Source: an optimization exercise on an open RTL-to-GDS flow (aim: small area). Production flows keep margins and buffers that such runs may drop.
Function was checked by simulation only, so behaviour that the tests miss may differ from the original.
Power and IR drop assume default switching activity.

==> flow/design.v <==
module FIFO #(
    parameter DATA_WIDTH = 8,
    parameter FIFO_DEPTH = 16
)(
    input  wire CLK,
    input  wire RST_N,
    input  wire WR_EN,
    input  wire RD_EN,
    input  wire [DATA_WIDTH-1:0] DIN,
    output reg  [DATA_WIDTH-1:0] DOUT,
    output wire FULL,
    output wire EMPTY
);
    reg [DATA_WIDTH-1:0] mem [0:15];
    wire wr_ok, hold;
    wire [15:0] oh;
    FIFO_CTRL u_ctrl (
        .CLK(CLK), .RST_N(RST_N), .WR_EN(WR_EN), .RD_EN(RD_EN),
        .wr_ok(wr_ok), .oh(oh), .hold(hold), .FULL(FULL), .EMPTY(EMPTY)
    );
    integer k;
    always @(posedge CLK) begin
        if (wr_ok) begin
            mem[0] <= DIN;
            for (k = 1; k < 16; k = k + 1)
                mem[k] <= mem[k-1];
        end
    end
    genvar g;
    wire [DATA_WIDTH-1:0] dnext;
    generate
        for (g = 0; g < DATA_WIDTH; g = g + 1) begin : bit_
            wire [4:0] t;
            AO222 a0 (.a(mem[0][g]),  .sa(oh[0]),  .b(mem[1][g]),  .sb(oh[1]),  .c(mem[2][g]),  .sc(oh[2]),  .yn(t[0]));
            AO222 a1 (.a(mem[3][g]),  .sa(oh[3]),  .b(mem[4][g]),  .sb(oh[4]),  .c(mem[5][g]),  .sc(oh[5]),  .yn(t[1]));
            AO222 a2 (.a(mem[6][g]),  .sa(oh[6]),  .b(mem[7][g]),  .sb(oh[7]),  .c(mem[8][g]),  .sc(oh[8]),  .yn(t[2]));
            AO222 a3 (.a(mem[9][g]),  .sa(oh[9]),  .b(mem[10][g]), .sb(oh[10]), .c(mem[11][g]), .sc(oh[11]), .yn(t[3]));
            AO222 a4 (.a(mem[12][g]), .sa(oh[12]), .b(mem[13][g]), .sb(oh[13]), .c(mem[14][g]), .sc(oh[14]), .yn(t[4]));
            SELTAIL tl (.tn(t), .a(mem[15][g]), .sa(oh[15]), .b(DOUT[g]), .sb(hold), .y(dnext[g]));
        end
    endgenerate
    always @(posedge CLK or negedge RST_N) begin
        if (!RST_N)
            DOUT <= 0;
        else
            DOUT <= dnext;
    end
endmodule
module FIFO_CTRL (
    input  wire CLK,
    input  wire RST_N,
    input  wire WR_EN,
    input  wire RD_EN,
    output wire wr_ok,
    output wire [15:0] oh,
    output wire hold,
    output wire FULL,
    output wire EMPTY
);
    reg  [4:0] s;
    wire [4:0] s_nx;
    always @(posedge CLK or negedge RST_N) begin
        if (!RST_N)
            s <= 5'b11111;
        else
            s <= s_nx;
    end
    assign EMPTY = s[4];
    wire hin3, rd_ok;
    G_NAND2  g_hin3 (.a(s[3]), .b(s[2]), .y(hin3));             
    wire lon0, lon1, lon2, lon3;
    G_NAND2  g_lon3 (.a(s[1]), .b(s[0]), .y(lon3));             
    G_NOR3   g_full (.a(s[4]), .b(lon3), .c(hin3), .y(FULL));   
    G_NOR3B  g_wrok (.a(RD_EN), .b(FULL), .cn(WR_EN), .y(wr_ok));
    G_NOR3B  g_rdok (.a(WR_EN), .b(s[4]), .cn(RD_EN), .y(rd_ok));
    G_NOR2   g_hold (.a(rd_ok), .b(s[4]), .y(hold));
    G_OR2    g_lon0 (.a(s[1]), .b(s[0]), .y(lon0));
    G_NAND2B g_lon1 (.an(s[1]), .b(s[0]), .y(lon1));
    G_NAND2B g_lon2 (.an(s[0]), .b(s[1]), .y(lon2));
    wire [3:0] lon = {lon3, lon2, lon1, lon0};
    wire [3:0] hrn;
    G_OR3B   g_hrn0 (.a(s[3]), .b(s[2]), .cn(rd_ok), .y(hrn[0]));
    G_NAND3B g_hrn1 (.an(s[3]), .b(s[2]), .c(rd_ok), .y(hrn[1]));
    G_NAND3B g_hrn2 (.an(s[2]), .b(s[3]), .c(rd_ok), .y(hrn[2]));
    G_NAND3  g_hrn3 (.a(s[3]), .b(s[2]), .c(rd_ok), .y(hrn[3]));
    genvar g;
    generate
        for (g = 0; g < 16; g = g + 1) begin : dec
            G_NOR2 g_oh (.a(lon[g%4]), .b(hrn[g/4]), .y(oh[g]));
        end
    endgenerate
    wire act, t1n, w, r, t2, t3n, neq, t4;
    G_OR2    g_act  (.a(wr_ok), .b(rd_ok), .y(act));
    G_XOR2   g_s0   (.a(s[0]), .b(act), .y(s_nx[0]));
    G_MUX2I  g_t1   (.a0(rd_ok), .a1(wr_ok), .s(s[0]), .y(t1n));    
    G_XNOR2  g_s1   (.a(s[1]), .b(t1n), .y(s_nx[1]));
    G_AND3   g_w    (.a(wr_ok), .b(s[1]), .c(s[0]), .y(w));
    G_NOR3B  g_r    (.a(s[1]), .b(s[0]), .cn(rd_ok), .y(r));
    G_OR2    g_t2   (.a(w), .b(r), .y(t2));
    G_XOR2   g_s2   (.a(s[2]), .b(t2), .y(s_nx[2]));
    G_MUX2I  g_t3   (.a0(r), .a1(w), .s(s[2]), .y(t3n));           
    G_XNOR2  g_s3   (.a(s[3]), .b(t3n), .y(s_nx[3]));
    G_XOR2   g_neq  (.a(s[3]), .b(s[2]), .y(neq));
    G_NOR2   g_t4   (.a(t3n), .b(neq), .y(t4));
    G_XOR2   g_s4   (.a(s[4]), .b(t4), .y(s_nx[4]));
endmodule
module G_NOR2   (input wire a, b, output wire y);        assign y = ~(a | b);        endmodule
module G_NAND2  (input wire a, b, output wire y);        assign y = ~(a & b);        endmodule
module G_OR2    (input wire a, b, output wire y);        assign y = a | b;           endmodule
module G_NAND2B (input wire an, b, output wire y);       assign y = ~(~an & b);      endmodule
module G_NOR3   (input wire a, b, c, output wire y);     assign y = ~(a | b | c);    endmodule
module G_NOR3B  (input wire a, b, cn, output wire y);    assign y = ~(a | b | ~cn);  endmodule
module G_OR3B   (input wire a, b, cn, output wire y);    assign y = a | b | ~cn;     endmodule
module G_NAND3  (input wire a, b, c, output wire y);     assign y = ~(a & b & c);    endmodule
module G_NAND3B (input wire an, b, c, output wire y);    assign y = ~(~an & b & c);  endmodule
module G_AND3   (input wire a, b, c, output wire y);     assign y = a & b & c;       endmodule
module G_XOR2   (input wire a, b, output wire y);        assign y = a ^ b;           endmodule
module G_XNOR2  (input wire a, b, output wire y);        assign y = ~(a ^ b);        endmodule
module G_MUX2I  (input wire a0, a1, s, output wire y);   assign y = ~(s ? a1 : a0);  endmodule
module AO222 (
    input  wire a, sa, b, sb, c, sc,
    output wire yn
);
    assign yn = ~((a & sa) | (b & sb) | (c & sc));
endmodule
module SELTAIL (
    input  wire [4:0] tn,
    input  wire a, sa, b, sb,
    output wire y
);
    wire q;
    NAND3 u_q (.a(tn[0]), .b(tn[1]), .c(tn[2]), .y(q));
    TAIL2 u_y (.q(q), .t3(tn[3]), .t4(tn[4]), .a(a), .sa(sa), .b(b), .sb(sb), .y(y));
endmodule
module NAND3 (input wire a, b, c, output wire y);
    assign y = ~(a & b & c);
endmodule
module TAIL2 (input wire q, t3, t4, a, sa, b, sb, output wire y);
    assign y = q | ~t3 | ~t4 | (a & sa) | (b & sb);
endmodule
module MULTI_FIFOS #(
    parameter DATA_WIDTH = 8,                        
    parameter FIFO_DEPTH = 16,                       
    parameter NUM_FIFOS = 4                          
)(
    input  wire CLK,
    input  wire RST_N,
    input  wire [NUM_FIFOS-1:0] WR_EN,                
    input  wire [NUM_FIFOS-1:0] RD_EN,                
    input  wire [NUM_FIFOS*DATA_WIDTH-1:0] DIN,       
    output wire [NUM_FIFOS*DATA_WIDTH-1:0] DOUT,     
    output wire [NUM_FIFOS-1:0] FULL,                
    output wire [NUM_FIFOS-1:0] EMPTY                
);
    genvar i;
    generate
        for (i=0; i<NUM_FIFOS; i=i+1) begin : fifo_instances
            FIFO #(
                .DATA_WIDTH(DATA_WIDTH),
                .FIFO_DEPTH(FIFO_DEPTH)
            ) fifo_inst (
                .CLK(CLK),
                .RST_N(RST_N),
                .WR_EN(WR_EN[i]),
                .RD_EN(RD_EN[i]),
                .DIN(DIN[(i + 1) * DATA_WIDTH - 1:i * DATA_WIDTH]),
                .DOUT(DOUT[(i + 1) * DATA_WIDTH - 1:i * DATA_WIDTH]),
                .FULL(FULL[i]),
                .EMPTY(EMPTY[i])
            );
        end
    endgenerate
endmodule
==> flow/flow/run.sh <==
#!/bin/bash
# Standard ORFS layout (standard.sh, unchanged synthesis) with two changes:
# port buffers use the smallest buffer cell, and clock tree synthesis uses
# small clock buffers without dummy loads.
set -euo pipefail
cd "$(dirname "$0")/.."
source flow/settings.sh
bash standard.sh > flow_make.log 2>&1
==> flow/flow/settings.sh <==
export BUFFER_PORTS_ARGS="-buffer_cell sky130_fd_sc_hd__buf_1"
export CTS_ARGS="-sink_clustering_enable -repair_clock_nets -dont_use_dummy_load -sink_clustering_size 10 -sink_clustering_max_diameter 40 -buf_list sky130_fd_sc_hd__clkbuf_4"
==> flow/standard.sh <==
#!/bin/bash
# synth_recipe.tcl (not shown) runs the flow's synth.tcl, then flattens the netlist and writes it again
# the make line also repeats each setting of config.mk as NAME=value (left out here)
make -C /OpenROAD-flow-scripts/flow DESIGN_CONFIG=/design/flow/config.mk WORK_HOME=/design/flow/orfs CLKGATE_MAP_FILE= SYNTH_SCRIPT=/design/flow/synth_recipe.tcl "${@:-finish}"
==> flow/config.mk <==
export PLATFORM = sky130hd
export DESIGN_NAME = MULTI_FIFOS
export DESIGN_NICKNAME = MULTI_FIFOS
export VERILOG_FILES = /design/flow/design.v
export SDC_FILE = /design/flow/constraint.sdc
export NUM_CORES = 4
export LEC_CHECK = 0
export CAP_MARGIN = 20
export CORE_MARGIN = 2
export CORE_UTILIZATION = 60
export SLEW_MARGIN = 20
export SYNTH_HIERARCHICAL = 1
export SYNTH_MINIMUM_KEEP_SIZE = 0
==> flow/constraint.sdc <==
create_clock -name core_clock -period 5.0 [get_ports {CLK}]
set_input_delay 1.0000 -clock core_clock [delete_from_list [all_inputs] [get_ports {CLK}]]
set_output_delay 1.0000 -clock core_clock [all_outputs]
set_load 0.01 [all_outputs]
==> results.sh, run 1 <==
export IMPL_wire_per_inst_um=22.6
export IMPL_vdd_drop_max_mv=0.292
export IMPL_slew_headroom_pct=45.8
export IMPL_synth_top_area_cell="edfxtp_1"
export IMPL_multiInputGateArea_mm2=0.00335
export IMPL_vias=10600
export IMPL_synthMuxAreaShare_pct=0.400
export IMPL_grt_busiest_layer="met1"
export IMPL_numCtsBuffers=72
export IMPL_synthesis_nets=1030
export IMPL_hp_class="reg2reg"
export IMPL_grtUsageMet2_pct=29.6
export IMPL_dieWidth_um=187
export IMPL_grt_max_degree=132
export IMPL_cts_htree_levels=3
export IMPL_cts_sinks=564
export IMPL_grt_pass1_wl_um=56500
export IMPL_synth_top_area_share_pct=76.8
export IMPL_layout_min_cycle_time_ps=3060
export IMPL_p_leak_uw=0.00694
export IMPL_antenna_found_initial=1
export IMPL_dp_hpwl_um=22500
export IMPL_clock_path_buffers=3
export IMPL_fmax_mhz=327
export IMPL_path_class="reg2out"
export IMPL_drc=0
export IMPL_fin_crit_sh_pct=61.1
export IMPL_synthTopCellsByCount="512 x edfxtp_1, 160 x a222oi_1, 72 x nor2_1, 36 x nand3_1"
export IMPL_async_reset_ff_share_pct=9.22
export IMPL_synthFlopType="edfxtp_1"
export IMPL_ios=82
export IMPL_nFillCells=2244
export IMPL_synth_compound_area_share_pct=9.20
export IMPL_holdWs_ps=384
export IMPL_synth_top_family_by_area="compound AO/OA/AOI/OAI gates"
export IMPL_worstPathMaxFanout=8
export IMPL_clock_latency_ps=750
export IMPL_io_buffers=81
export IMPL_syn_area_mm2=0.0200
export IMPL_cp_end_kind="output port"
export IMPL_start_util_pct=61.2
export IMPL_finalSetupViolCount=0
export IMPL_grt_ovfl_total=0
export IMPL_tightest_slew_ps=809
export IMPL_fp_dieH_um=187
export IMPL_std_cell_rows=66
export IMPL_synthCells=988
export IMPL_first_global_vias=9994
export IMPL_required_ps=4000
export IMPL_yosysWarnings=10
export IMPL_synth_distinct_cells=19
export IMPL_gp_congestion=0.777
export IMPL_synth_edf_count=512
export IMPL_post_cts_buffers=0
export IMPL_grtUsageTotal_pct=20.5
export IMPL_maxSlewViolCount=0
export IMPL_synth_simple_gate_area_share_pct=5.97
export IMPL_grt_setup_unrepaired="no"
export IMPL_cts_resized=0
export IMPL_slowest_delay_ps=620
export IMPL_skew_ps=72.5
export IMPL_drtIter0Drc=1742
export IMPL_totalWireLength_um=36000
export IMPL_cts_root_buf="clkbuf_4"
export IMPL_core_area_mm2=0.0327
export IMPL_synthAdderAreaFrac_pct=0
export IMPL_p_per_area_mw_per_mm2=426
export IMPL_via_per_inst=6.64
export IMPL_clkTransAtPathRegs_ps=100
export IMPL_synthToLayoutAreaGrowth_pct=7.65
export IMPL_cts_tree="built"
export IMPL_seq_area_frac_synth_pct=83.4
export IMPL_synth_xor_xnor_area_share_pct=1.05
export IMPL_drv_cap=0
export IMPL_die_area_mm2=0.0349
export IMPL_yosysMostFrequentCell="edfxtp_1"
export IMPL_postCtsHoldBufs=0
export IMPL_grt_util_met3_pct=3.59
export IMPL_critPathArrivalTime_ps=2060
export IMPL_cpMaxStageDelayCell="dfstp_2"
export IMPL_nets=1192
export IMPL_setup_tns_ps=0
export IMPL_gr_usage_met1_pct=32.1
export IMPL_yosys_top_cells_area="edfxtp_1 77%, a222oi_1 8.0%, dfrtp_1 4.0%"
export IMPL_dr_pass1_iters=9
export IMPL_hold_violations=0
export IMPL_regArea_mm2=0.0167
export IMPL_syn_area_per_cell_um2=20.3
export IMPL_drive_gt1_share_pct=10.1
export IMPL_postRouteAntennaNets=0
export IMPL_status="no timing/DRC/antenna violations"
export IMPL_ys_ff_latch=564
export IMPL_start_kind="flip-flop"
export IMPL_cp_cell_sequence="nand2_1 -> nor3_2 -> buf_1"
worst paths after layout:
kind | startpoint | endpoint | slack [ps] | depth (start not counted)
min | fifo_instances[3].fifo_inst.mem[9][0] | fifo_instances[3].fifo_inst.mem[10][0] | 380 | 0
max reg2reg | fifo_instances[1].fifo_inst.u_ctrl.s[4] | fifo_instances[1].fifo_inst.DOUT[7] | 2460 | 6
max | fifo_instances[1].fifo_inst.u_ctrl.s[0] | FULL[1] | 1940 | 3
max in group asynchronous | RST_N | fifo_instances[1].fifo_inst.DOUT[7] | 4020 | 2
min in group asynchronous | RST_N | fifo_instances[0].fifo_inst.DOUT[2] | 420 | 2
min reg2reg | fifo_instances[3].fifo_inst.mem[9][0] | fifo_instances[3].fifo_inst.mem[10][0] | 380 | 0
metal layers:
| layer | vias up | share of wire [%] |
|---|---|---|
| li1 | 4692 | - |
| met4 | 0 | 2.0 |
| met5 | - | 0 |
| met3 | 51 | 7.5 |
| met1 | 5355 | 45 |
| met2 | 472 | 45 |
cells in the final DEF, fill, tap and decap left out, drive strengths merged:
master  count
edfxtp    512
a222oi    160
buf        87
clkbuf     73
nor2       72
nand3      36
a22oi      32
nand4b     32
dfrtp      32
dfstp      20
xor2       16
or2        12
nor3b      12
nand2       8
nand3b      8
nand2b      8
xnor2       8
mux2i       8
nor3        4
or3b        4
and3        4
diode       1
kinds of logic (layout without fill, tap and decap cells):
group,count (synthesis),count (layout)
compound gates,192,192
xor+xnor,24,24
buf+inv,0,160
flops,564,564
mux,8,8
other cells,0,1
simple gates,200,200
through the flow:
step	util [%]	total power (uW)	instance area [um^2]	worst slack (ps)	instances
2_1_floorplan	-	6830	20100	-164	988
3_3_place_gp	64.2	7200	21000	1840	1517
3_5_place_dp	64.2	7250	21000	1770	1517
4_1_cts	65.9	9270	21500	1860	1589
5_1_grt	65.9	9620	21600	1830	1591
6_report	65.9	9180	21600	1940	1591
worst max-delay path, delay by kind of cell, from the launching register on:
kind                   cells  cell delay, ps
buffers and inverters      1             190
DFF                        1             620
and+or+nand+nor            2             550
sequential cells by signal, indices dropped and copies added (netlist names):
name and cells:
fifo_instances.fifo_inst.mem 512, fifo_instances.fifo_inst.u_ctrl.s 20, fifo_instances.fifo_inst.DOUT 32
power breakdown:
group	total, uW	switching [uW]	leakage [uW]	internal (uW)
Combinational	1050	662	0.00117	390
Clock	2030	1360	0.000331	666
Sequential	6100	373	0.00544	5720
final cells by class:
cell class	count	area share, %
antenna	1	0.0116
clock buffer	72	2.51
multi-input combinational	424	15.6
sequential	564	77.5
tap	442	2.56
timing repair buffer	88	1.91
modules after synthesis (local to each module, per instance), a selection:
module	area [um^2]	cells inside	copies in the design
FIFO_CTRL	131	5	4
G_MUX2I	10.0	1	8
G_NAND2	3.75	1	8
G_NAND3	5.00	1	4
G_OR2	6.26	1	12
G_OR3B	8.76	1	4
NAND3	5.00	1	32
TAIL2	16.3	2	32
==> run 2, diff against run 1 <==
==> flow/flow/recover.tcl (new file) <==
# Downsize cells off the critical paths (area/power recovery) before detailed placement.
log_cmd repair_timing -recover_power 100
==> flow/flow/settings.sh (replaced) <==
export BUFFER_PORTS_ARGS="-buffer_cell sky130_fd_sc_hd__buf_1"
export CTS_ARGS="-sink_clustering_enable -repair_clock_nets -dont_use_dummy_load -sink_clustering_size 10 -sink_clustering_max_diameter 40 -buf_list sky130_fd_sc_hd__clkbuf_4"
export POST_RESIZE_TCL="$PWD/flow/recover.tcl"
--- a/flow/config.mk
+++ b/flow/config.mk
@@ -7,7 +7,7 @@
 export LEC_CHECK = 0
 export CAP_MARGIN = 20
 export CORE_MARGIN = 2
-export CORE_UTILIZATION = 60
+export CORE_UTILIZATION = 75
 export SLEW_MARGIN = 20
 export SYNTH_HIERARCHICAL = 1
 export SYNTH_MINIMUM_KEEP_SIZE = 0
==> run 2 against run 1 <==
  * Still clean
  * Count of clock-buffer cells in the layout decreased by 5
  * Core utilization rose by 16 points
  * Die area down 20%
  * Routed wire length is 0.70% lower
  * Via count increased by 2.5%
  * Sequential power is essentially flat
  * First-iteration DRC count grew 13%
  * Hold slack better by 28 ps
  * Final cell count fell by 7.0%
  * Cell area down 1.1%
  * Largest power group unchanged
==> results.sh, run 2 <==
export IMPL_grt_max_degree=132
export IMPL_clock_path_buffers=3
export IMPL_die_area_mm2=0.0280
export IMPL_status="no timing/DRC/antenna violations"
export IMPL_ys_ff_latch=564
export IMPL_syn_area_per_cell_um2=20.3
export IMPL_p_per_area_mw_per_mm2=426
export IMPL_vias=10800
export IMPL_multiInputGateArea_mm2=0.00328
export IMPL_grt_pass1_wl_um=55600
export IMPL_synth_distinct_cells=19
export IMPL_yosysWarnings=10
export IMPL_dp_hpwl_um=22700
export IMPL_vdd_drop_max_mv=0.301
export IMPL_start_util_pct=76.6
export IMPL_hold_violations=0
export IMPL_grt_setup_unrepaired="no"
export IMPL_ios=82
export IMPL_drc=0
export IMPL_fin_crit_sh_pct=62.4
export IMPL_grtUsageTotal_pct=25.5
export IMPL_synth_top_area_cell="edfxtp_1"
export IMPL_core_area_mm2=0.0261
export IMPL_drv_cap=0
export IMPL_p_leak_uw=0.00689
export IMPL_swShare_pct=26.0
export IMPL_combPwrFrac_pct=11.6
export IMPL_largest_register_ffs=512
export IMPL_clock_latency_ps=690
export IMPL_final_util_pct=81.6
export IMPL_final_common_cell="edfxtp_1"
export IMPL_nFillCells=1320
export IMPL_synthTopCellsByCount="512 x edfxtp_1, 160 x a222oi_1, 72 x nor2_1, 36 x nand3_1"
export IMPL_slew_headroom_pct=31.6
export IMPL_switchingPower_uw=2360
export IMPL_synth_edf_count=512
export IMPL_cts_sinks=564
export IMPL_top_regs="fifo_instances.fifo_inst.mem x512, fifo_instances.fifo_inst.DOUT x32, fifo_instances.fifo_inst.u_ctrl.s x20"
export IMPL_start_kind="flip-flop"
export IMPL_clkTransAtPathRegs_ps=100
export IMPL_fp_dieH_um=167
export IMPL_maxSlewViolCount=0
export IMPL_critPathArrivalTime_ps=2120
export IMPL_placed_area_mm2=0.0208
export IMPL_nets=1187
export IMPL_skew_ps=52.4
export IMPL_synthCells=988
export IMPL_drive_gt1_share_pct=8.40
export IMPL_hp_class="reg2reg"
export IMPL_io_buffers=81
export IMPL_cp_end_kind="output port"
export IMPL_grt_ovfl_total=0
export IMPL_clockPowerShare_pct=21.3
export IMPL_synth_top_area_share_pct=76.8
export IMPL_synthToLayoutAreaGrowth_pct=6.45
export IMPL_path_class="reg2out"
export IMPL_rrSetupSlack_ps=2170
export IMPL_setup_tns_ps=0
export IMPL_final_cell_mix="512 x edfxtp_1, 160 x a222oi_1, 80 x buf_1, 72 x nor2_1, 67 x clkbuf_4"
export IMPL_fmax_mhz=320
export IMPL_post_cts_buffers=0
export IMPL_seq_area_frac_synth_pct=83.4
export IMPL_first_global_vias=10300
export IMPL_wire_per_inst_um=24.2
export IMPL_regArea_mm2=0.0167
export IMPL_worst_slack_ps=1880
export IMPL_cts_resized=0
export IMPL_postCtsHoldBufs=0
export IMPL_yosysMostFrequentCell="edfxtp_1"
export IMPL_via_per_inst=7.32
export IMPL_cts_tree="built"
export IMPL_totalWireLength_um=35700
export IMPL_cts_htree_levels=3
export IMPL_place_ws_ps=1390
export IMPL_dr_pass1_iters=22
export IMPL_finalSetupViolCount=0
export IMPL_postRouteAntennaNets=0
export IMPL_synthFlopType="edfxtp_1"
export IMPL_seq_power_share_pct=67.1
export IMPL_regMostFlops="fifo_instances.fifo_inst.mem"
export IMPL_final_area_mm2=0.0213
export IMPL_std_cell_rows=59
export IMPL_async_reset_ff_share_pct=9.22
export IMPL_required_ps=4000
export IMPL_layout_min_cycle_time_ps=3120
export IMPL_cts_root_buf="clkbuf_4"
export IMPL_internal_power_uw=6730
export IMPL_syn_area_mm2=0.0200
export IMPL_dieWidth_um=167
export IMPL_gp_congestion=0.818
export IMPL_numCtsBuffers=67
export IMPL_yosys_top_cells_area="edfxtp_1 77%, a222oi_1 8.0%, dfrtp_1 4.0%"
export IMPL_worstPathMaxFanout=8
export IMPL_antenna_found_initial=1
export IMPL_synthesis_nets=1030
export IMPL_drtIter0Drc=1960
export IMPL_tightest_slew_ps=1020
## run 2: cell types whose count changed in the layout (fill, tap and decap cells not counted), moves of 3 or more
cell      delta
nor3b_4      -3
nor3_2       -4
nor3b_1      +7
dfstp_1      +4
clkbuf_4     -5
nor3_1       +4
dfstp_2      -4
nor3b_2      -4
## run 2: cell families after synthesis
group and synth area share [%]:
flip-flops 83.4, AND/OR/NAND/NOR 5.97, AO/OA/AOI/OAI 9.20, XOR/XNOR 1.05, multiplexers 0.400
## run 2: path summary, 6_finish.rpt
check | from | end | cells after the start
worst max-delay path | fifo_instances[1].fifo_inst.u_ctrl.s[0] | FULL[1] | 3
worst min-delay path | fifo_instances[0].fifo_inst.mem[4][5] | fifo_instances[0].fifo_inst.mem[5][5] | 0
worst max register to register | fifo_instances[0].fifo_inst.u_ctrl.s[4] | fifo_instances[0].fifo_inst.DOUT[5] | 6
worst min register to register | fifo_instances[0].fifo_inst.mem[4][5] | fifo_instances[0].fifo_inst.mem[5][5] | 0
max in group asynchronous | RST_N | fifo_instances[3].fifo_inst.DOUT[2] | 2
min in group asynchronous | RST_N | fifo_instances[0].fifo_inst.DOUT[4] | 2
## run 2: modules after synthesis (local to each module, per instance), a selection
module    flops+latches  area (um^2)  cells inside  copies in the design
G_MUX2I               0         10.0             1                     8
TAIL2                 0         16.3             2                    32
G_NAND3               0         5.00             1                     4
G_NAND2B              0         6.26             1                     8
NAND3                 0         5.00             1                    32
G_OR2                 0         6.26             1                    12
G_NAND2               0         3.75             1                     8
G_OR3B                0         8.76             1                     4
G_AND3                0         6.26             1                     4
G_NOR3                0         10.0             1                     4
G_NAND3B              0         7.51             1                     8
G_XNOR2               0         8.76             1                     8
AO222                 0         10.0             1                   160
## run 2: layout make-up
cell class	instances	area share (%)
Clock buffer	67	2.36
Antenna cell	1	0.0117
Multi-Input combinational cell	424	15.4
Sequential cell	564	78.3
Timing Repair Buffer	88	1.95
Tap cell	335	1.97
## run 2: layer usage
layer,routed length (um),vias to the layer above,GRT usage [%]
met3,3460,72,5.15
met5,0,-,0
met2,16700,677,38.1
met1,14700,5400,39.5
li1,-,4680,-
met4,864,0,8.02
## run 2: power groups by stage
stage	clock (uW)	sequential, uW	combinational [uW]
2_1_floorplan	0	6140	689
3_3_place_gp	0	6170	1010
3_5_place_dp	0	6200	1040
4_1_cts	2000	6100	1040
5_1_grt	2170	6150	1150
6_report	1940	6100	1050
## run 2: critical path: stages (launching register included)
cell and delay (ps):
dfstp_2 630, nand2_1 170, nor3_1 450, buf_1 200
## run 2: stage by stage
stage	power, uW	instances	hold slack, ps
after floorplan	6830	988	426
after global placement	7180	1410	427
after detailed placement	7230	1410	433
after CTS	9130	1477	401
after global routing	9470	1479	392
final	9090	1479	412
==> run 3, diff against run 2 <==
--- a/flow/config.mk
+++ b/flow/config.mk
@@ -7,7 +7,7 @@
 export LEC_CHECK = 0
 export CAP_MARGIN = 20
 export CORE_MARGIN = 2
-export CORE_UTILIZATION = 75
+export CORE_UTILIZATION = 60
 export SLEW_MARGIN = 20
 export SYNTH_HIERARCHICAL = 1
 export SYNTH_MINIMUM_KEEP_SIZE = 0
==> run 3 against run 2 <==
  * Hold slack worse by 12 ps
  * Maximum frequency fell by 2.7%
  * Sequential power hardly changed
  * Core utilization down 16 points
  * Non-clock buffer count is 1 higher
  * Sequential share of layout area down 0.64 points
  * Global-route usage shrank 5.1 points
  * Register-to-register slack got worse by 70 ps
  * Die area up 24%
  * Total power rose by 0.49%
  * Cell area is 0.83% higher
  * Synthesized cell count is the same
  * Largest power group unchanged
  * Highest routed layer unchanged
==> results.sh, run 3 <==
export IMPL_via_per_inst=6.65
export IMPL_grt_max_degree=132
export IMPL_clock_latency_ps=750
export IMPL_dieWidth_um=187
export IMPL_path_class="reg2out"
export IMPL_synth_top_family_by_area="compound AO/OA/AOI/OAI gates"
export IMPL_syn_area_mm2=0.0200
export IMPL_drtIter0Drc=1646
export IMPL_drc=0
export IMPL_syn_area_per_cell_um2=20.3
export IMPL_maxSlewViolCount=0
export IMPL_post_cts_buffers=0
export IMPL_fp_dieH_um=187
export IMPL_synth_distinct_cells=19
export IMPL_dp_cells=1517
export IMPL_vdd_drop_max_mv=0.297
export IMPL_p_per_area_mw_per_mm2=425
export IMPL_critPathArrivalTime_ps=2210
export IMPL_final_util_pct=65.7
export IMPL_path_depth=3
export IMPL_final_cell_mix="512 x edfxtp_1, 160 x a222oi_1, 80 x buf_1, 72 x nor2_1, 71 x clkbuf_4"
export IMPL_yosysMostFrequentCell="edfxtp_1"
export IMPL_status="no timing/DRC/antenna violations"
export IMPL_hp_class="reg2reg"
export IMPL_place_ws_ps=1280
export IMPL_cts_root_buf="clkbuf_4"
export IMPL_synthAdderAreaFrac_pct=0
export IMPL_path_buf_inv=1
export IMPL_first_global_vias=10000
export IMPL_skew_ps=75.4
export IMPL_synth_top_area_cell="edfxtp_1"
export IMPL_seq_area_frac_synth_pct=83.4
export IMPL_nFillCells=2272
export IMPL_gp_congestion=0.777
export IMPL_internal_power_uw=6760
export IMPL_start_kind="flip-flop"
export IMPL_switchingPower_uw=2370
export IMPL_fmax_mhz=312
export IMPL_nets=1192
export IMPL_setup_tns_ps=0
export IMPL_slew_headroom_pct=38.5
export IMPL_ios=82
export IMPL_synthMuxAreaShare_pct=0.400
export IMPL_cp_cell_sequence="nand2_1 -> nor3_1 -> buf_1"
export IMPL_clockPowerShare_pct=22.1
export IMPL_cts_sinks=564
export IMPL_synthToLayoutAreaGrowth_pct=7.33
export IMPL_totalWireLength_um=35800
export IMPL_cp_end_kind="output port"
export IMPL_worstPathMaxFanout=8
export IMPL_hold_violations=0
export IMPL_combPwrFrac_pct=11.3
export IMPL_fin_crit_sh_pct=64.2
export IMPL_largest_register_ffs=512
export IMPL_final_common_cell="edfxtp_1"
export IMPL_ys_ff_latch=564
export IMPL_synth_edf_count=512
export IMPL_numCtsBuffers=71
export IMPL_top_regs="fifo_instances.fifo_inst.mem x512, fifo_instances.fifo_inst.DOUT x32, fifo_instances.fifo_inst.u_ctrl.s x20"
export IMPL_grt_ovfl_total=0
export IMPL_timing_reg2reg_worst_path_depth=6
export IMPL_layout_min_cycle_time_ps=3210
export IMPL_synth_simple_gate_area_share_pct=5.97
export IMPL_wire_per_inst_um=22.5
export IMPL_synthesis_nets=1030
export IMPL_regMostFlops="fifo_instances.fifo_inst.mem"
export IMPL_swShare_pct=26.0
export IMPL_synth_compound_area_share_pct=9.20
export IMPL_finalSetupViolCount=0
export IMPL_yosysWarnings=10
export IMPL_synth_xor_xnor_area_share_pct=1.05
export IMPL_synthTopCellsByCount="512 x edfxtp_1, 160 x a222oi_1, 72 x nor2_1, 36 x nand3_1"
export IMPL_vias=10600
export IMPL_clkTransAtPathRegs_ps=110
export IMPL_io_buffers=81
export IMPL_core_area_mm2=0.0327
export IMPL_std_cell_rows=66
export IMPL_grtUsageTotal_pct=20.4
export IMPL_tightest_slew_ps=921
export IMPL_worst_slack_ps=1790
export IMPL_cts_tree="built"
export IMPL_path_delay_family="flip-flops"
export IMPL_start_util_pct=61.2
export IMPL_postCtsHoldBufs=0
export IMPL_synth_top_area_share_pct=76.8
export IMPL_postRouteAntennaNets=0
export IMPL_p_leak_uw=0.00692
export IMPL_required_ps=4000
export IMPL_slowest_delay_ps=630
export IMPL_dp_hpwl_um=22500
export IMPL_synthFlopType="edfxtp_1"
export IMPL_drive_gt1_share_pct=8.71
export IMPL_synthCells=988
export IMPL_async_reset_ff_share_pct=9.22
export IMPL_die_area_mm2=0.0349
export IMPL_antenna_found_initial=2
export IMPL_stdcell_count=1592
export IMPL_dr_pass1_iters=11
export IMPL_cpMaxStageDelayCell="dfstp_2"
export IMPL_whs_path_depth=0
export IMPL_drv_cap=0
export IMPL_grt_pass1_wl_um=56100
export IMPL_clock_path_buffers=3
export IMPL_cts_resized=0
export IMPL_holdWs_ps=400
export IMPL_seq_power_share_pct=66.6
export IMPL_grt_setup_unrepaired="no"
export IMPL_cts_htree_levels=3
export IMPL_yosys_top_cells_area="edfxtp_1 77%, a222oi_1 8.0%, dfrtp_1 4.0%"
run 3: cell counts after synthesis:
Identical to the previous run, type by type.
run 3: final timing paths:
kind                                                         startpoint                                      to  slack [ps]
min in group asynchronous                                         RST_N     fifo_instances[0].fifo_inst.DOUT[2]         450
worst max-delay path            fifo_instances[3].fifo_inst.u_ctrl.s[0]                                 FULL[3]        1790
max in group asynchronous                                         RST_N     fifo_instances[2].fifo_inst.DOUT[1]        3990
worst min-delay path              fifo_instances[3].fifo_inst.mem[9][7]  fifo_instances[3].fifo_inst.mem[10][7]         400
worst max register to register  fifo_instances[2].fifo_inst.u_ctrl.s[4]     fifo_instances[2].fifo_inst.DOUT[4]        2100
worst min register to register    fifo_instances[3].fifo_inst.mem[9][7]  fifo_instances[3].fifo_inst.mem[10][7]         400
run 3: kinds of logic (layout without fill, tap and decap cells):
kind of cell              Yosys count  count (layout)
DFF                               564             564
muxes                               8               8
and+or+nand+nor                   200             200
buffers and inverters               0             160
xor gates and xnor gates           24              24
other                               0               2
AOI/OAI and AO/OA                 192             192
run 3: worst register-to-register path, delay by kind of cell (launching register included):
family / cells / cell delay, ps
flip-flops: 1 / 420
AND/OR/NAND/NOR: 5 / 2110
AO/OA/AOI/OAI: 1 / 300
run 3: metrics by stage:
step | cell area (um^2) | power [uW]
2_1_floorplan | 20100 | 6830
3_3_place_gp | 21000 | 7200
3_5_place_dp | 20900 | 7220
4_1_cts | 21400 | 9220
5_1_grt | 21500 | 9570
6_report | 21500 | 9130
run 3: Yosys stat by module, one instance, submodules excluded, excerpt:
module / cell area [um^2] / flip-flops and latches / times used
NAND3: 5.00 / 0 / 32
G_NOR3B: 12.5 / 0 / 12
G_NAND2: 3.75 / 0 / 8
G_MUX2I: 10.0 / 0 / 8
G_NAND2B: 6.26 / 0 / 8
G_NAND3: 5.00 / 0 / 4
FIFO_CTRL: 131 / 5 / 4
G_XOR2: 8.76 / 0 / 16
G_NOR3: 10.0 / 0 / 4
G_NAND3B: 7.51 / 0 / 8
TAIL2: 16.3 / 0 / 32
G_AND3: 6.26 / 0 / 4
G_OR2: 6.26 / 0 / 12
G_OR3B: 8.76 / 0 / 4
AO222: 10.0 / 0 / 160
run 3: area by class of cell:
| cell class | count | area [um^2] | share of cell area, % |
|---|---|---|---|
| Tap cell | 442 | 553 | 2.57 |
| Multi-Input combinational cell | 424 | 3270 | 15.2 |
| Antenna cell | 2 | 5.00 | 0.0233 |
| Sequential cell | 564 | 16700 | 77.7 |
| Clock buffer | 71 | 533 | 2.48 |
| Timing Repair Buffer | 89 | 432 | 2.01 |
run 3: routing by layer:
metal	wire, um	GRT usage [%]	vias to the layer above
met5	0	0	-
met4	672	6.29	0
met3	2770	4.33	62
met2	16200	29.8	475
met1	16100	31.3	5345
li1	-	-	4710
run 3: power groups by stage:
| stage | combinational, uW | clock, uW | sequential [uW] |
|---|---|---|---|
| after detailed placement | 1030 | 0 | 6190 |
| final | 1040 | 2020 | 6080 |
| after global placement | 1030 | 0 | 6170 |
| after global routing | 1140 | 2280 | 6140 |
| after floorplan | 689 | 0 | 6140 |
| after CTS | 1030 | 2100 | 6090 |
==> run 4, diff against run 3 <==
--- a/flow/design.v
+++ b/flow/design.v
@@ -66,11 +66,11 @@
             s <= s_nx;
     end
     assign EMPTY = s[4];
-    wire hin3, rd_ok;
-    G_NAND2  g_hin3 (.a(s[3]), .b(s[2]), .y(hin3));             
+    wire ones, rd_ok;
+    G_NAND4  g_ones (.a(s[3]), .b(s[2]), .c(s[1]), .d(s[0]), .y(ones));  
+    G_NOR2   g_full (.a(s[4]), .b(ones), .y(FULL));                      
     wire lon0, lon1, lon2, lon3;
     G_NAND2  g_lon3 (.a(s[1]), .b(s[0]), .y(lon3));             
-    G_NOR3   g_full (.a(s[4]), .b(lon3), .c(hin3), .y(FULL));   
     G_NOR3B  g_wrok (.a(RD_EN), .b(FULL), .cn(WR_EN), .y(wr_ok));
     G_NOR3B  g_rdok (.a(WR_EN), .b(s[4]), .cn(RD_EN), .y(rd_ok));
     G_NOR2   g_hold (.a(rd_ok), .b(s[4]), .y(hold));
@@ -108,7 +108,7 @@
 module G_NAND2  (input wire a, b, output wire y);        assign y = ~(a & b);        endmodule
 module G_OR2    (input wire a, b, output wire y);        assign y = a | b;           endmodule
 module G_NAND2B (input wire an, b, output wire y);       assign y = ~(~an & b);      endmodule
-module G_NOR3   (input wire a, b, c, output wire y);     assign y = ~(a | b | c);    endmodule
+module G_NAND4  (input wire a, b, c, d, output wire y);  assign y = ~(a & b & c & d); endmodule
 module G_NOR3B  (input wire a, b, cn, output wire y);    assign y = ~(a | b | ~cn);  endmodule
 module G_OR3B   (input wire a, b, cn, output wire y);    assign y = a | b | ~cn;     endmodule
 module G_NAND3  (input wire a, b, c, output wire y);     assign y = ~(a & b & c);    endmodule
--- a/flow/config.mk
+++ b/flow/config.mk
@@ -5,9 +5,9 @@
 export SDC_FILE = /design/flow/constraint.sdc
 export NUM_CORES = 4
 export LEC_CHECK = 0
-export CAP_MARGIN = 20
+export CAP_MARGIN = 0
 export CORE_MARGIN = 2
 export CORE_UTILIZATION = 60
-export SLEW_MARGIN = 20
+export SLEW_MARGIN = 0
 export SYNTH_HIERARCHICAL = 1
 export SYNTH_MINIMUM_KEEP_SIZE = 0
==> run 4 against run 3 <==
  * Worst setup slack better by 270 ps
  * Cell area down 0.17%
  * Hold slack better by 18 ps
  * Critical path type unchanged
  * Largest power group unchanged
==> results.sh, run 4 <==
export IMPL_fin_crit_sh_pct=58.8
export IMPL_combPwrFrac_pct=11.3
export IMPL_numCtsBuffers=70
export IMPL_slew_headroom_pct=36.6
export IMPL_totalWireLength_um=36500
export IMPL_yosys_top_cells_area="edfxtp_1 77%, a222oi_1 8.0%, dfrtp_1 4.0%"
export IMPL_hp_class="reg2reg"
export IMPL_via_per_inst=6.65
export IMPL_maxSlewViolCount=0
export IMPL_internal_power_uw=6750
export IMPL_cp_end_kind="output port"
export IMPL_vdd_drop_max_mv=0.258
export IMPL_syn_area_per_cell_um2=20.3
export IMPL_wire_per_inst_um=23.0
export IMPL_p_per_area_mw_per_mm2=425
export IMPL_ys_ff_latch=564
export IMPL_grt_setup_unrepaired="no"
export IMPL_yosysMostFrequentCell="edfxtp_1"
export IMPL_core_area_mm2=0.0327
export IMPL_dr_pass1_iters=12
export IMPL_seq_area_frac_synth_pct=83.4
export IMPL_synth_distinct_cells=19
export IMPL_ios=82
export IMPL_final_cell_mix="512 x edfxtp_1, 160 x a222oi_1, 80 x buf_1, 76 x nor2_1, 70 x clkbuf_4"
export IMPL_layout_min_cycle_time_ps=2940
export IMPL_finalSetupViolCount=0
export IMPL_power_uw=9130
export IMPL_holdWs_ps=418
export IMPL_fmax_mhz=340
export IMPL_critPathArrivalTime_ps=1940
export IMPL_std_cell_rows=66
export IMPL_postRouteAntennaNets=0
export IMPL_grt_ovfl_total=0
export IMPL_syn_area_mm2=0.0200
export IMPL_synth_top_area_cell="edfxtp_1"
export IMPL_post_cts_buffers=0
export IMPL_async_reset_ff_share_pct=9.22
export IMPL_synthTopCellsByCount="512 x edfxtp_1, 160 x a222oi_1, 76 x nor2_1, 36 x nand3_1"
export IMPL_gp_congestion=0.803
export IMPL_cts_tree="built"
export IMPL_slowest_delay_ps=730
export IMPL_hold_violations=0
export IMPL_start_kind="flip-flop"
export IMPL_p_leak_uw=0.00690
export IMPL_switchingPower_uw=2380
export IMPL_drv_cap=0
export IMPL_clock_latency_ps=740
export IMPL_path_buf_inv=1
export IMPL_cts_root_buf="clkbuf_4"
export IMPL_drtIter0Drc=1701
export IMPL_clockPowerShare_pct=22.0
export IMPL_nets=1190
export IMPL_die_area_mm2=0.0348
export IMPL_grt_pass1_wl_um=57600
export IMPL_path_delay_family="flip-flops"
export IMPL_nFillCells=2321
export IMPL_fp_dieH_um=187
export IMPL_required_ps=4000
export IMPL_antenna_found_initial=1
export IMPL_cpMaxStageDelayCell="dfstp_1"
export IMPL_start_util_pct=61.2
export IMPL_synthesis_nets=1030
export IMPL_dieWidth_um=187
export IMPL_synthFlopType="edfxtp_1"
export IMPL_drive_gt1_share_pct=8.20
export IMPL_clock_path_buffers=3
export IMPL_cts_sinks=564
export IMPL_seq_power_share_pct=66.7
export IMPL_vias=10600
export IMPL_grt_max_degree=132
export IMPL_final_common_cell="edfxtp_1"
export IMPL_yosysWarnings=10
export IMPL_cts_htree_levels=3
export IMPL_top_regs="fifo_instances.fifo_inst.mem x512, fifo_instances.fifo_inst.DOUT x32, fifo_instances.fifo_inst.u_ctrl.s x20"
export IMPL_regMostFlops="fifo_instances.fifo_inst.mem"
export IMPL_cts_resized=0
export IMPL_dp_hpwl_um=22500
export IMPL_first_global_vias=10100
export IMPL_skew_ps=43.7
export IMPL_synthCells=988
export IMPL_status="no timing/DRC/antenna violations"
export IMPL_synth_edf_count=512
export IMPL_worstPathMaxFanout=9
export IMPL_drc=0
export IMPL_tightest_slew_ps=950
export IMPL_swShare_pct=26.1
export IMPL_grtUsageTotal_pct=20.9
export IMPL_cp_cell_sequence="nand4_1 -> nor2_1 -> buf_1"
export IMPL_postCtsHoldBufs=0
export IMPL_largest_register_ffs=512
export IMPL_path_class="reg2out"
export IMPL_synthToLayoutAreaGrowth_pct=7.23
export IMPL_synth_top_area_share_pct=76.8
export IMPL_io_buffers=81
export IMPL_clkTransAtPathRegs_ps=90
## run 4: changes by cell type in the layout (fill, tap and decap cells not counted), sizes merged
cell | previous run | this run
nand2 | 8 | 4
nand4 | 0 | 4
nor2 | 72 | 76
nor3 | 4 | 0
buf | 87 | 86
clkbuf | 73 | 72
diode | 2 | 1
## run 4: path summary, 6_finish.rpt
kind / to / from / depth (start not counted) / slack, ps
min: fifo_instances[1].fifo_inst.mem[6][7] / fifo_instances[1].fifo_inst.mem[5][7] / 0 / 420
min reg2reg: fifo_instances[1].fifo_inst.mem[6][7] / fifo_instances[1].fifo_inst.mem[5][7] / 0 / 420
max in group asynchronous: fifo_instances[1].fifo_inst.DOUT[7] / RST_N / 2 / 4020
max reg2reg: fifo_instances[0].fifo_inst.DOUT[0] / fifo_instances[0].fifo_inst.u_ctrl.s[4] / 6 / 2180
max: FULL[3] / fifo_instances[3].fifo_inst.u_ctrl.s[0] / 3 / 2060
min in group asynchronous: fifo_instances[0].fifo_inst.DOUT[2] / RST_N / 2 / 430
## run 4: kinds of logic after synthesis
kind of cell | count (synthesis) | synth area share (%)
AO/OA/AOI/OAI | 192 | 9.20
flip-flops | 564 | 83.4
AND/OR/NAND/NOR | 200 | 5.90
XOR/XNOR | 24 | 1.05
multiplexers | 8 | 0.400
## run 4: power by group through the flow
stage,clock network (uW),logic [uW],registers [uW]
floorplan,0,678,6150
CTS,2110,1030,6090
global route,2280,1140,6160
detailed placement,0,1030,6190
finish,2000,1030,6090
global placement,0,1010,6180
## run 4: area by class of cell
cell class,count,area (um^2),share of cell area (%)
clock buffer,70,526,2.45
tap,442,553,2.58
sequential,564,16700,77.8
multi-input combinational,424,3270,15.3
antenna,1,2.50,0.0117
timing repair buffer,88,405,1.89
## run 4: layer usage
metal / vias up / GRT usage, % / share of wire [%]
met2: 458 / 30.0 / 45
met3: 57 / 3.76 / 7.7
met1: 5347 / 33.0 / 46
met5: - / 0 / 0
met4: 0 / 7.14 / 1.9
li1: 4704 / - / -
## run 4: stage by stage
stage	util (%)	TNS, ps	cell area (um^2)	instances	setup slack (ps)
global placement	64.2	0	21000	1517	1810
detailed placement	63.9	0	20900	1517	1070
floorplan	-	-1080	20000	988	-164
finish	65.6	0	21500	1589	2060
global route	65.6	0	21500	1589	1910
CTS	65.5	0	21400	1587	1490
## run 4: modules after synthesis (local to each module, per instance), excerpt
module   cells inside  flops+latches  times used
G_MUX2I             1              0           8
G_XNOR2             1              0           8
TAIL2               2              0          32
G_OR3B              1              0           4
NAND3               1              0          32
G_NAND4             1              0           4
G_NOR3B             1              0          12
==> run 5, diff against run 4 <==
--- a/flow/config.mk
+++ b/flow/config.mk
@@ -7,7 +7,7 @@
 export LEC_CHECK = 0
 export CAP_MARGIN = 0
 export CORE_MARGIN = 2
-export CORE_UTILIZATION = 60
+export CORE_UTILIZATION = 70
 export SLEW_MARGIN = 0
 export SYNTH_HIERARCHICAL = 1
 export SYNTH_MINIMUM_KEEP_SIZE = 0
==> run 5 against run 4 <==
  * Hold slack got worse by 280 ps
  * Sequential share of layout area rose by 0.29 points
  * Maximum frequency rose by 0.94%
  * Count of clock-buffer cells in the layout fell by 1
  * Largest power group unchanged
  * Highest routed layer unchanged
==> results.sh, run 5 <==
export IMPL_top_regs="fifo_instances.fifo_inst.mem x512, fifo_instances.fifo_inst.DOUT x32, fifo_instances.fifo_inst.u_ctrl.s x20"
export IMPL_internal_power_uw=6740
export IMPL_worstPathMaxFanout=9
export IMPL_synthesis_nets=1030
export IMPL_start_util_pct=71.6
export IMPL_layout_min_cycle_time_ps=2910
export IMPL_dp_cells=1453
export IMPL_grt_setup_unrepaired="no"
export IMPL_finalSetupViolCount=0
export IMPL_synthTopCellsByCount="512 x edfxtp_1, 160 x a222oi_1, 76 x nor2_1, 36 x nand3_1"
export IMPL_post_cts_buffers=0
export IMPL_synthToLayoutAreaGrowth_pct=6.83
export IMPL_synth_distinct_cells=19
export IMPL_first_global_vias=10100
export IMPL_wire_per_inst_um=23.4
export IMPL_seq_power_share_pct=67.0
export IMPL_postCtsHoldBufs=0
export IMPL_p_leak_uw=0.00689
export IMPL_worst_slack_ps=2090
export IMPL_postRouteAntennaNets=0
export IMPL_final_util_pct=76.5
export IMPL_drv_cap=0
export IMPL_vdd_drop_max_mv=0.328
export IMPL_start_kind="flip-flop"
export IMPL_totalWireLength_um=35700
export IMPL_antenna_found_initial=2
export IMPL_clockPowerShare_pct=21.7
export IMPL_grt_max_degree=132
export IMPL_dieWidth_um=173
export IMPL_p_per_area_mw_per_mm2=426
export IMPL_cts_tree="built"
export IMPL_synth_top_area_cell="edfxtp_1"
export IMPL_nFillCells=1609
export IMPL_cts_resized=0
export IMPL_status="no timing/DRC/antenna violations"
export IMPL_skew_ps=51.8
export IMPL_yosys_top_cells_area="edfxtp_1 77%, a222oi_1 8.0%, dfrtp_1 4.0%"
export IMPL_dr_pass1_iters=9
export IMPL_multiInputGateArea_mm2=0.00327
export IMPL_synth_edf_count=512
export IMPL_grtUsageTotal_pct=23.7
export IMPL_yosysWarnings=10
export IMPL_path_class="reg2out"
export IMPL_cts_sinks=564
export IMPL_synthCells=988
export IMPL_tightest_slew_ps=1180
export IMPL_regMostFlops="fifo_instances.fifo_inst.mem"
export IMPL_grt_ovfl_total=0
export IMPL_regArea_mm2=0.0167
export IMPL_numCtsBuffers=69
export IMPL_clock_path_buffers=3
export IMPL_fp_dieH_um=173
export IMPL_dp_hpwl_um=22700
export IMPL_swShare_pct=26.0
export IMPL_std_cell_rows=61
export IMPL_fmax_mhz=343
export IMPL_final_common_cell="edfxtp_1"
export IMPL_ios=82
export IMPL_slew_headroom_pct=21.2
export IMPL_drive_gt1_share_pct=7.95
export IMPL_core_area_mm2=0.0279
export IMPL_power_uw=9100
export IMPL_fin_crit_sh_pct=58.2
export IMPL_die_area_mm2=0.0300
export IMPL_io_buffers=81
export IMPL_drtIter0Drc=2027
export IMPL_place_ws_ps=1260
export IMPL_syn_area_mm2=0.0200
export IMPL_maxSlewViolCount=0
export IMPL_combPwrFrac_pct=11.3
export IMPL_vias=10800
export IMPL_switchingPower_uw=2360
export IMPL_cts_root_buf="clkbuf_4"
export IMPL_syn_area_per_cell_um2=20.3
export IMPL_clock_latency_ps=700
export IMPL_gp_congestion=0.796
export IMPL_stdcell_count=1525
export IMPL_drc=0
export IMPL_via_per_inst=7.05
export IMPL_synth_top_area_share_pct=76.8
export IMPL_largest_register_ffs=512
export IMPL_seq_area_frac_synth_pct=83.4
export IMPL_ys_ff_latch=564
export IMPL_yosysMostFrequentCell="edfxtp_1"
export IMPL_grt_pass1_wl_um=55900
export IMPL_hold_violations=0
export IMPL_clkTransAtPathRegs_ps=110
export IMPL_nets=1189
export IMPL_final_cell_mix="512 x edfxtp_1, 160 x a222oi_1, 80 x buf_1, 76 x nor2_1, 69 x clkbuf_4"
export IMPL_critPathArrivalTime_ps=1910
export IMPL_synthFlopType="edfxtp_1"
export IMPL_cp_end_kind="output port"
export IMPL_cts_htree_levels=3
export IMPL_required_ps=4000
export IMPL_hp_class="in2async"
export IMPL_async_reset_ff_share_pct=9.22
run 5: cell counts after synthesis:
No cell type changed its count.
run 5: critical path, stage by stage (launching register included):
cell,delay [ps]
dfstp_1,730
nand4_1,150
nor2_1,180
buf_1,170
run 5: power groups by stage:
| stage | registers [uW] | clock network, uW | logic (uW) |
|---|---|---|---|
| floorplan | 6150 | 0 | 678 |
| global placement | 6180 | 0 | 997 |
| detailed placement | 6200 | 0 | 1020 |
| CTS | 6100 | 2030 | 1020 |
| global route | 6150 | 2210 | 1130 |
| finish | 6100 | 1970 | 1030 |
run 5: metal layers:
layer	share of wire, %	GRT usage [%]	wire, um	vias up
met2	47	35.7	16700	592
li1	-	-	-	4684
met1	43	36.2	15200	5409
met5	0	0	0	-
met4	2.4	7.63	840	0
met3	8.2	4.44	2940	71
run 5: Yosys stat by module (local to each module, per instance), excerpt:
module | cell area [um^2] | cells
NAND3 | 5.00 | 1
G_NAND2B | 6.26 | 1
G_OR3B | 8.76 | 1
G_NOR3B | 12.5 | 1
AO222 | 10.0 | 1
G_NAND4 | 6.26 | 1
FIFO_CTRL | 131 | 5
G_AND3 | 6.26 | 1
TAIL2 | 16.3 | 2
G_OR2 | 6.26 | 1
G_XNOR2 | 8.76 | 1
G_NAND3B | 7.51 | 1
G_XOR2 | 8.76 | 1
G_NAND3 | 5.00 | 1
G_NOR2 | 3.75 | 1
G_MUX2I | 10.0 | 1
run 5: area by class of cell:
class	instances	area share [%]
antenna	2	0.0234
multi-input combinational	424	15.3
sequential	564	78.1
clock buffer	69	2.42
tap	378	2.21
timing repair buffer	88	1.92
run 5: path summary, 6_finish.rpt:
kind	cells after the start	from	slack, ps	to
setup / recovery	3	fifo_instances[1].fifo_inst.u_ctrl.s[0]	2090	FULL[1]
hold / removal	1	RST_N	130	fifo_instances[0].fifo_inst.DOUT[3]
setup reg to reg	6	fifo_instances[2].fifo_inst.u_ctrl.s[4]	2250	fifo_instances[2].fifo_inst.DOUT[7]
hold reg to reg	0	fifo_instances[0].fifo_inst.mem[10][5]	410	fifo_instances[0].fifo_inst.mem[11][5]
max in group asynchronous	2	RST_N	3850	fifo_instances[1].fifo_inst.DOUT[2]
min in group core_clock	0	fifo_instances[0].fifo_inst.mem[10][5]	410	fifo_instances[0].fifo_inst.mem[11][5]
run 5: cells by family (layout without fill, tap and decap cells):
logic type	count (synthesis)	count (layout)	synth area share, %
buffers and inverters	0	157	0
and+or+nand+nor	200	200	5.90
muxes	8	8	0.400
xor gates and xnor gates	24	24	1.05
other	0	2	0
DFF	564	564	83.4
AOI/OAI and AO/OA	192	192	9.20
run 5: metrics by stage:
stage                     cell area [um^2]  TNS [ps]  hold WS [ps]
after floorplan                      20000     -1080           426
after global placement               20900         0           428
after detailed placement             20800         0           431
after CTS                            21300         0           104
after global routing                 21400         0          99.5
final                                21400         0           135
==> run 6, diff against run 5 <==
--- a/flow/config.mk
+++ b/flow/config.mk
@@ -7,7 +7,7 @@
 export LEC_CHECK = 0
 export CAP_MARGIN = 0
 export CORE_MARGIN = 2
-export CORE_UTILIZATION = 70
+export CORE_UTILIZATION = 80
 export SLEW_MARGIN = 0
 export SYNTH_HIERARCHICAL = 1
 export SYNTH_MINIMUM_KEEP_SIZE = 0
==> run 6 against run 5 <==
  * Clock skew increased by 5.4 ps
  * Flip-flop and latch count is the same
  * Sequential share of layout area grew 0.33 points
  * Largest cell class unchanged
==> results.sh, run 6 <==
export IMPL_status="no timing/DRC/antenna violations"
export IMPL_synth_top_area_share_pct=76.8
export IMPL_cp_end_kind="output port"
export IMPL_gp_congestion=0.837
export IMPL_wl_met3_um=3400
export IMPL_combPwrFrac_pct=11.7
export IMPL_seq_power_share_pct=67.2
export IMPL_fmax_mhz=329
export IMPL_p_per_area_mw_per_mm2=427
export IMPL_ios=82
export IMPL_syn_area_per_cell_um2=20.3
export IMPL_grt_pass1_wl_um=57700
export IMPL_drive_gt1_share_pct=7.89
export IMPL_wl_met1_um=14800
export IMPL_clkTransAtPathRegs_ps=100
export IMPL_dr_pass1_iters=10
export IMPL_synth_top_area_cell="edfxtp_1"
export IMPL_cp_cell_sequence="nand4_1 -> nor2_1 -> buf_1"
export IMPL_top_layer="met4"
export IMPL_top_regs="fifo_instances.fifo_inst.mem x512, fifo_instances.fifo_inst.DOUT x32, fifo_instances.fifo_inst.u_ctrl.s x20"
export IMPL_hp_class="reg2reg"
export IMPL_synthToLayoutAreaGrowth_pct=6.37
export IMPL_post_cts_buffers=0
export IMPL_worstPathMaxFanout=9
export IMPL_critPathArrivalTime_ps=2040
export IMPL_setup_tns_ps=0
export IMPL_fin_crit_sh_pct=60.8
export IMPL_path_class="reg2out"
export IMPL_grt_ovfl_total=0
export IMPL_dieWidth_um=162
export IMPL_numCtsBuffers=67
export IMPL_die_area_mm2=0.0263
export IMPL_switchingPower_uw=2380
export IMPL_holdWs_ps=431
export IMPL_yosysMostFrequentCell="edfxtp_1"
export IMPL_dp_hpwl_um=24500
export IMPL_yosysWarnings=10
export IMPL_final_cell_mix="512 x edfxtp_1, 160 x a222oi_1, 80 x buf_1, 76 x nor2_1, 67 x clkbuf_4"
export IMPL_core_area_mm2=0.0245
export IMPL_grt_setup_unrepaired="no"
export IMPL_synthFlopType="edfxtp_1"
export IMPL_cts_root_buf="clkbuf_4"
export IMPL_synthesis_nets=1030
export IMPL_layout_min_cycle_time_ps=3040
export IMPL_start_util_pct=81.8
export IMPL_antenna_found_initial=1
export IMPL_grt_max_degree=132
export IMPL_clock_path_buffers=3
export IMPL_cpMaxStageDelayCell="dfstp_1"
export IMPL_drc=0
export IMPL_start_kind="flip-flop"
export IMPL_async_reset_ff_share_pct=9.22
export IMPL_internal_power_uw=6720
export IMPL_hp_start="fifo_instances[0].fifo_inst.mem[8][6]"
export IMPL_drv_cap=0
export IMPL_cts_resized=0
export IMPL_clockPowerShare_pct=21.1
export IMPL_nFillCells=1003
export IMPL_cts_tree="built"
export IMPL_finalSetupViolCount=0
export IMPL_fp_dieH_um=162
export IMPL_skew_ps=57.3
export IMPL_required_ps=4000
export IMPL_io_buffers=81
export IMPL_first_global_vias=10700
export IMPL_cts_htree_levels=3
export IMPL_final_util_pct=87.0
export IMPL_swShare_pct=26.1
export IMPL_synthTopCellsByCount="512 x edfxtp_1, 160 x a222oi_1, 76 x nor2_1, 36 x nand3_1"
export IMPL_wire_per_inst_um=25.5
export IMPL_clock_latency_ps=690
export IMPL_totalWireLength_um=37400
export IMPL_postCtsHoldBufs=0
export IMPL_ys_ff_latch=564
export IMPL_slew_headroom_pct=20.9
export IMPL_p_leak_uw=0.00688
export IMPL_yosys_top_cells_area="edfxtp_1 77%, a222oi_1 8.0%, dfrtp_1 4.0%"
export IMPL_largest_register_ffs=512
export IMPL_synth_edf_count=512
export IMPL_crit_start="fifo_instances[3].fifo_inst.u_ctrl.s[0]"
export IMPL_drtIter0Drc=2272
export IMPL_via_per_inst=7.52
export IMPL_synth_distinct_cells=19
export IMPL_grtUsageTotal_pct=28.6
export IMPL_hold_violations=0
export IMPL_seq_area_frac_synth_pct=83.4
export IMPL_vdd_drop_max_mv=0.299
export IMPL_regMostFlops="fifo_instances.fifo_inst.mem"
export IMPL_std_cell_rows=57
export IMPL_timing_rr_start="fifo_instances[0].fifo_inst.u_ctrl.s[4]"
export IMPL_power_uw=9100
export IMPL_multiInputGateArea_mm2=0.00328
export IMPL_maxSlewViolCount=0
export IMPL_tightest_slew_ps=1190
export IMPL_slowest_delay_ps=750
export IMPL_postRouteAntennaNets=0
export IMPL_final_common_cell="edfxtp_1"
export IMPL_syn_area_mm2=0.0200
export IMPL_nets=1185
export IMPL_wl_met2_um=18500
export IMPL_regArea_mm2=0.0167
export IMPL_vias=11000
export IMPL_synthCells=988
export IMPL_cts_sinks=564
run 6: cell counts after synthesis:
Identical to the previous run, type by type.
run 6: area by class of cell:
cell class                 instances  share of cell area, %
sequential                       564                   78.4
multi-input combinational        424                   15.4
clock buffer                      67                   2.36
tap                              324                   1.90
timing repair buffer              86                   1.85
antenna                            1                 0.0118
run 6: worst max-delay path, delay by kind of cell (launching register included):
family | cells | cell delay [ps]
flops | 1 | 750
simple gates | 2 | 450
buf+inv | 1 | 190
run 6: Yosys stat by module, one instance, submodules excluded, a selection:
module     cells inside  flops+latches  copies in the design  cell area [um^2]
G_MUX2I               1              0                     8              10.0
G_OR2                 1              0                    12              6.26
G_NAND3B              1              0                     8              7.51
AO222                 1              0                   160              10.0
G_XNOR2               1              0                     8              8.76
NAND3                 1              0                    32              5.00
G_OR3B                1              0                     4              8.76
G_AND3                1              0                     4              6.26
G_NAND3               1              0                     4              5.00
G_NAND2               1              0                     4              3.75
FIFO_CTRL             5              5                     4               131
G_NOR3B               1              0                    12              12.5
G_NAND2B              1              0                     8              6.26
run 6: final timing paths:
kind                                                    endpoint  slack, ps  depth (start not counted)
min reg2reg                fifo_instances[0].fifo_inst.mem[9][6]        430                          0
min                        fifo_instances[0].fifo_inst.mem[9][6]        430                          0
max in group asynchronous    fifo_instances[3].fifo_inst.DOUT[2]       3990                          2
min in group asynchronous    fifo_instances[0].fifo_inst.DOUT[2]        440                          2
max reg2reg                  fifo_instances[0].fifo_inst.DOUT[4]       2120                          6
max                                                      FULL[3]       1960                          3
run 6: per-stage QoR:
stage	setup WS, ps	instance area [um^2]	cells
detailed placement	1510	20800	1398
CTS	1920	21300	1465
global route	1850	21300	1466
finish	1960	21300	1466
global placement	1920	20800	1398
floorplan	-164	20000	988
run 6: power groups by stage:
stage          combinational, uW  clock (uW)  sequential (uW)
6_report                    1070        1920             6120
5_1_grt                     1150        2120             6160
4_1_cts                     1050        1960             6110
3_5_place_dp                1050           0             6200
3_3_place_gp                 987           0             6170
2_1_floorplan                678           0             6150
run 6: layer usage:
layer  track usage, %  up-vias
met5                0        -
met4             9.25        0
met3             5.52       65
met2             45.4      739
met1             42.0     5532
li1                 -     4682
run 6: logic make-up after synthesis:
kind of cell / Yosys count / share of synthesized area, %
flops: 564 / 83.4
mux: 8 / 0.400
simple gates: 200 / 5.90
xor+xnor: 24 / 1.05
compound gates: 192 / 9.20
==> run 7, diff against run 6 <==
==> flow/flow/settings.sh (replaced) <==
export BUFFER_PORTS_ARGS="-buffer_cell sky130_fd_sc_hd__buf_1"
export CTS_ARGS="-sink_clustering_enable -repair_clock_nets -dont_use_dummy_load -sink_clustering_size 16 -sink_clustering_max_diameter 40 -buf_list sky130_fd_sc_hd__clkbuf_8"
export POST_RESIZE_TCL="$PWD/flow/recover.tcl"
==> flow/config.mk (replaced) <==
export PLATFORM = sky130hd
export DESIGN_NAME = MULTI_FIFOS
export DESIGN_NICKNAME = MULTI_FIFOS
export VERILOG_FILES = /design/flow/design.v
export SDC_FILE = /design/flow/constraint.sdc
export NUM_CORES = 4
export LEC_CHECK = 0
export CAP_MARGIN = 20
export CORE_MARGIN = 2
export CORE_UTILIZATION = 60
export SLEW_MARGIN = 20
export SYNTH_HIERARCHICAL = 1
export SYNTH_MINIMUM_KEEP_SIZE = 0
==> run 7 against run 6 <==
  * Critical path type is now in2reg
  * Still clean
  * Via count is 4.6% lower
  * Maximum frequency grew 6.7%
  * Non-clock buffer count rose by 2
==> results.sh, run 7 <==
export IMPL_status="no timing/DRC/antenna violations"
export IMPL_skew_ps=48.2
export IMPL_synth_top_family_by_area="compound AO/OA/AOI/OAI gates"
export IMPL_rrSetupSlack_ps=2230
export IMPL_fp_dieH_um=187
export IMPL_path_class="in2reg"
export IMPL_synth_top_area_cell="edfxtp_1"
export IMPL_core_area_mm2=0.0327
export IMPL_tightest_slew_ps=877
export IMPL_grt_max_degree=132
export IMPL_postRouteAntennaNets=0
export IMPL_nFillCells=2256
export IMPL_synthFlopType="edfxtp_1"
export IMPL_synthCells=988
export IMPL_synthToLayoutAreaGrowth_pct=8.49
export IMPL_post_cts_buffers=0
export IMPL_worstPathMaxFanout=8
export IMPL_multiInputGateArea_mm2=0.00327
export IMPL_power_uw=9490
export IMPL_maxSlewViolCount=0
export IMPL_fin_crit_sh_pct=57.0
export IMPL_grt_ovfl_total=0
export IMPL_synth_xor_xnor_area_share_pct=1.05
export IMPL_drv_cap=0
export IMPL_hp_start="fifo_instances[2].fifo_inst.mem[7][2]"
export IMPL_hp_class="reg2reg"
export IMPL_grtUsageTotal_pct=20.6
export IMPL_finalSetupViolCount=0
export IMPL_cts_htree_levels=2
export IMPL_totalWireLength_um=36200
export IMPL_ys_ff_latch=564
export IMPL_p_per_area_mw_per_mm2=437
export IMPL_syn_area_mm2=0.0200
export IMPL_regArea_mm2=0.0167
export IMPL_place_ws_ps=1070
export IMPL_antenna_found_initial=0
export IMPL_yosysWarnings=10
export IMPL_gp_congestion=0.803
export IMPL_largest_register_ffs=512
export IMPL_first_global_vias=9962
export IMPL_hold_violations=0
export IMPL_synth_distinct_cells=19
export IMPL_dr_pass1_iters=10
export IMPL_grt_setup_unrepaired="no"
export IMPL_dieWidth_um=187
export IMPL_whs_path_depth=0
export IMPL_io_buffers=81
export IMPL_drive_gt1_share_pct=7.07
export IMPL_start_kind="primary input"
export IMPL_synthMuxAreaShare_pct=0.400
export IMPL_slew_headroom_pct=41.3
export IMPL_timing_rr_start="fifo_instances[0].fifo_inst.u_ctrl.s[4]"
export IMPL_vias=10500
export IMPL_rr_endpoint="fifo_instances[0].fifo_inst.DOUT[0]"
export IMPL_grt_pass1_wl_um=56900
export IMPL_postCtsHoldBufs=0
export IMPL_synthesis_nets=1030
export IMPL_clock_latency_ps=630
export IMPL_critPathArrivalTime_ps=3400
export IMPL_synthTopCellsByCount="512 x edfxtp_1, 160 x a222oi_1, 76 x nor2_1, 36 x nand3_1"
export IMPL_dp_cells=1517
export IMPL_start_util_pct=61.2
export IMPL_seq_area_frac_synth_pct=83.4
export IMPL_timing_reg2reg_worst_path_depth=6
export IMPL_yosys_top_cells_area="edfxtp_1 77%, a222oi_1 8.0%, dfrtp_1 4.0%"
export IMPL_top_regs="fifo_instances.fifo_inst.mem x512, fifo_instances.fifo_inst.DOUT x32, fifo_instances.fifo_inst.u_ctrl.s x20"
export IMPL_worst_slack_ps=2150
export IMPL_drc=0
export IMPL_die_area_mm2=0.0348
export IMPL_syn_area_per_cell_um2=20.3
export IMPL_final_common_cell="edfxtp_1"
-- run 7: cell counts after synthesis --
Identical to the previous run, type by type.
-- run 7: per-module statistics from Yosys, one instance, submodules excluded, a selection --
module	flip-flops and latches	area, um^2
AO222	0	10.0
G_NAND3	0	5.00
G_NOR3B	0	12.5
G_XNOR2	0	8.76
G_AND3	0	6.26
G_NAND3B	0	7.51
FIFO_CTRL	5	131
G_OR3B	0	8.76
G_OR2	0	6.26
-- run 7: per-stage QoR --
stage / setup TNS (ps) / instance area (um^2) / hold slack (ps)
6_report: 0 / 21700 / 408
5_1_grt: 0 / 21700 / 408
4_1_cts: 0 / 21700 / 412
3_5_place_dp: 0 / 20900 / 431
3_3_place_gp: 0 / 21000 / 428
2_1_floorplan: -1080 / 20000 / 426
-- run 7: worst max path at each step --
| stage | start | to | slack [ps] | cells past startpoint |
|---|---|---|---|---|
| final | RD_EN[0] | fifo_instances[0].fifo_inst.DOUT[0] | 2150 | 7 |
| after global routing | RD_EN[0] | fifo_instances[0].fifo_inst.DOUT[0] | 2040 | 7 |
| after CTS | fifo_instances[1].fifo_inst.u_ctrl.s[4] | fifo_instances[1].fifo_inst.mem[2][4] | 1500 | 3 |
| after detailed placement | WR_EN[1] | fifo_instances[1].fifo_inst.mem[7][7] | 1070 | 3 |
| after global placement | RD_EN[2] | fifo_instances[2].fifo_inst.DOUT[7] | 1810 | 7 |
| after floorplan | WR_EN[0] | fifo_instances[0].fifo_inst.u_ctrl.s[4] | -160 | 5 |
-- run 7: cell families after synthesis --
group / after synthesis
DFF: 564
and+or+nand+nor: 200
AOI/OAI and AO/OA: 192
xor gates and xnor gates: 24
muxes: 8
-- run 7: power by group --
| group | total, uW | switching (uW) | internal, uW |
|---|---|---|---|
| logic | 1030 | 652 | 383 |
| registers | 6090 | 372 | 5720 |
| clock network | 2360 | 1370 | 992 |
-- run 7: layout make-up --
class / instances / share of cell area [%]
clock buffers: 56 / 3.55
multi-input cells: 424 / 15.1
repair buffers: 88 / 1.91
flip-flops and latches: 564 / 76.9
well taps: 442 / 2.55
-- run 7: worst max-delay path, stage by stage --
cell,delay [ps]
buf_1,90
nor3b_1,670
or3b_1,480
nor2_1,560
a222oi_1,300
nand3_1,180
nand4b_1,120
-- run 7: layer usage --
| layer | vias up | part of all wire [%] | global-route usage, % |
|---|---|---|---|
| met5 | - | 0 | 0 |
| met4 | 0 | 2.3 | 6.81 |
| met3 | 60 | 7.3 | 3.07 |
| met2 | 481 | 45 | 29.9 |
| met1 | 5318 | 45 | 32.6 |
| li1 | 4651 | - | - |

Check on run 7: ideal ports give 2.150 ns setup slack; a clkbuf_16 on the clock port and buf_2 on the inputs give 2.134 ns; moving port delays by the midpoint clock arrival (0.657 ns) as well gives 1.516 ns.
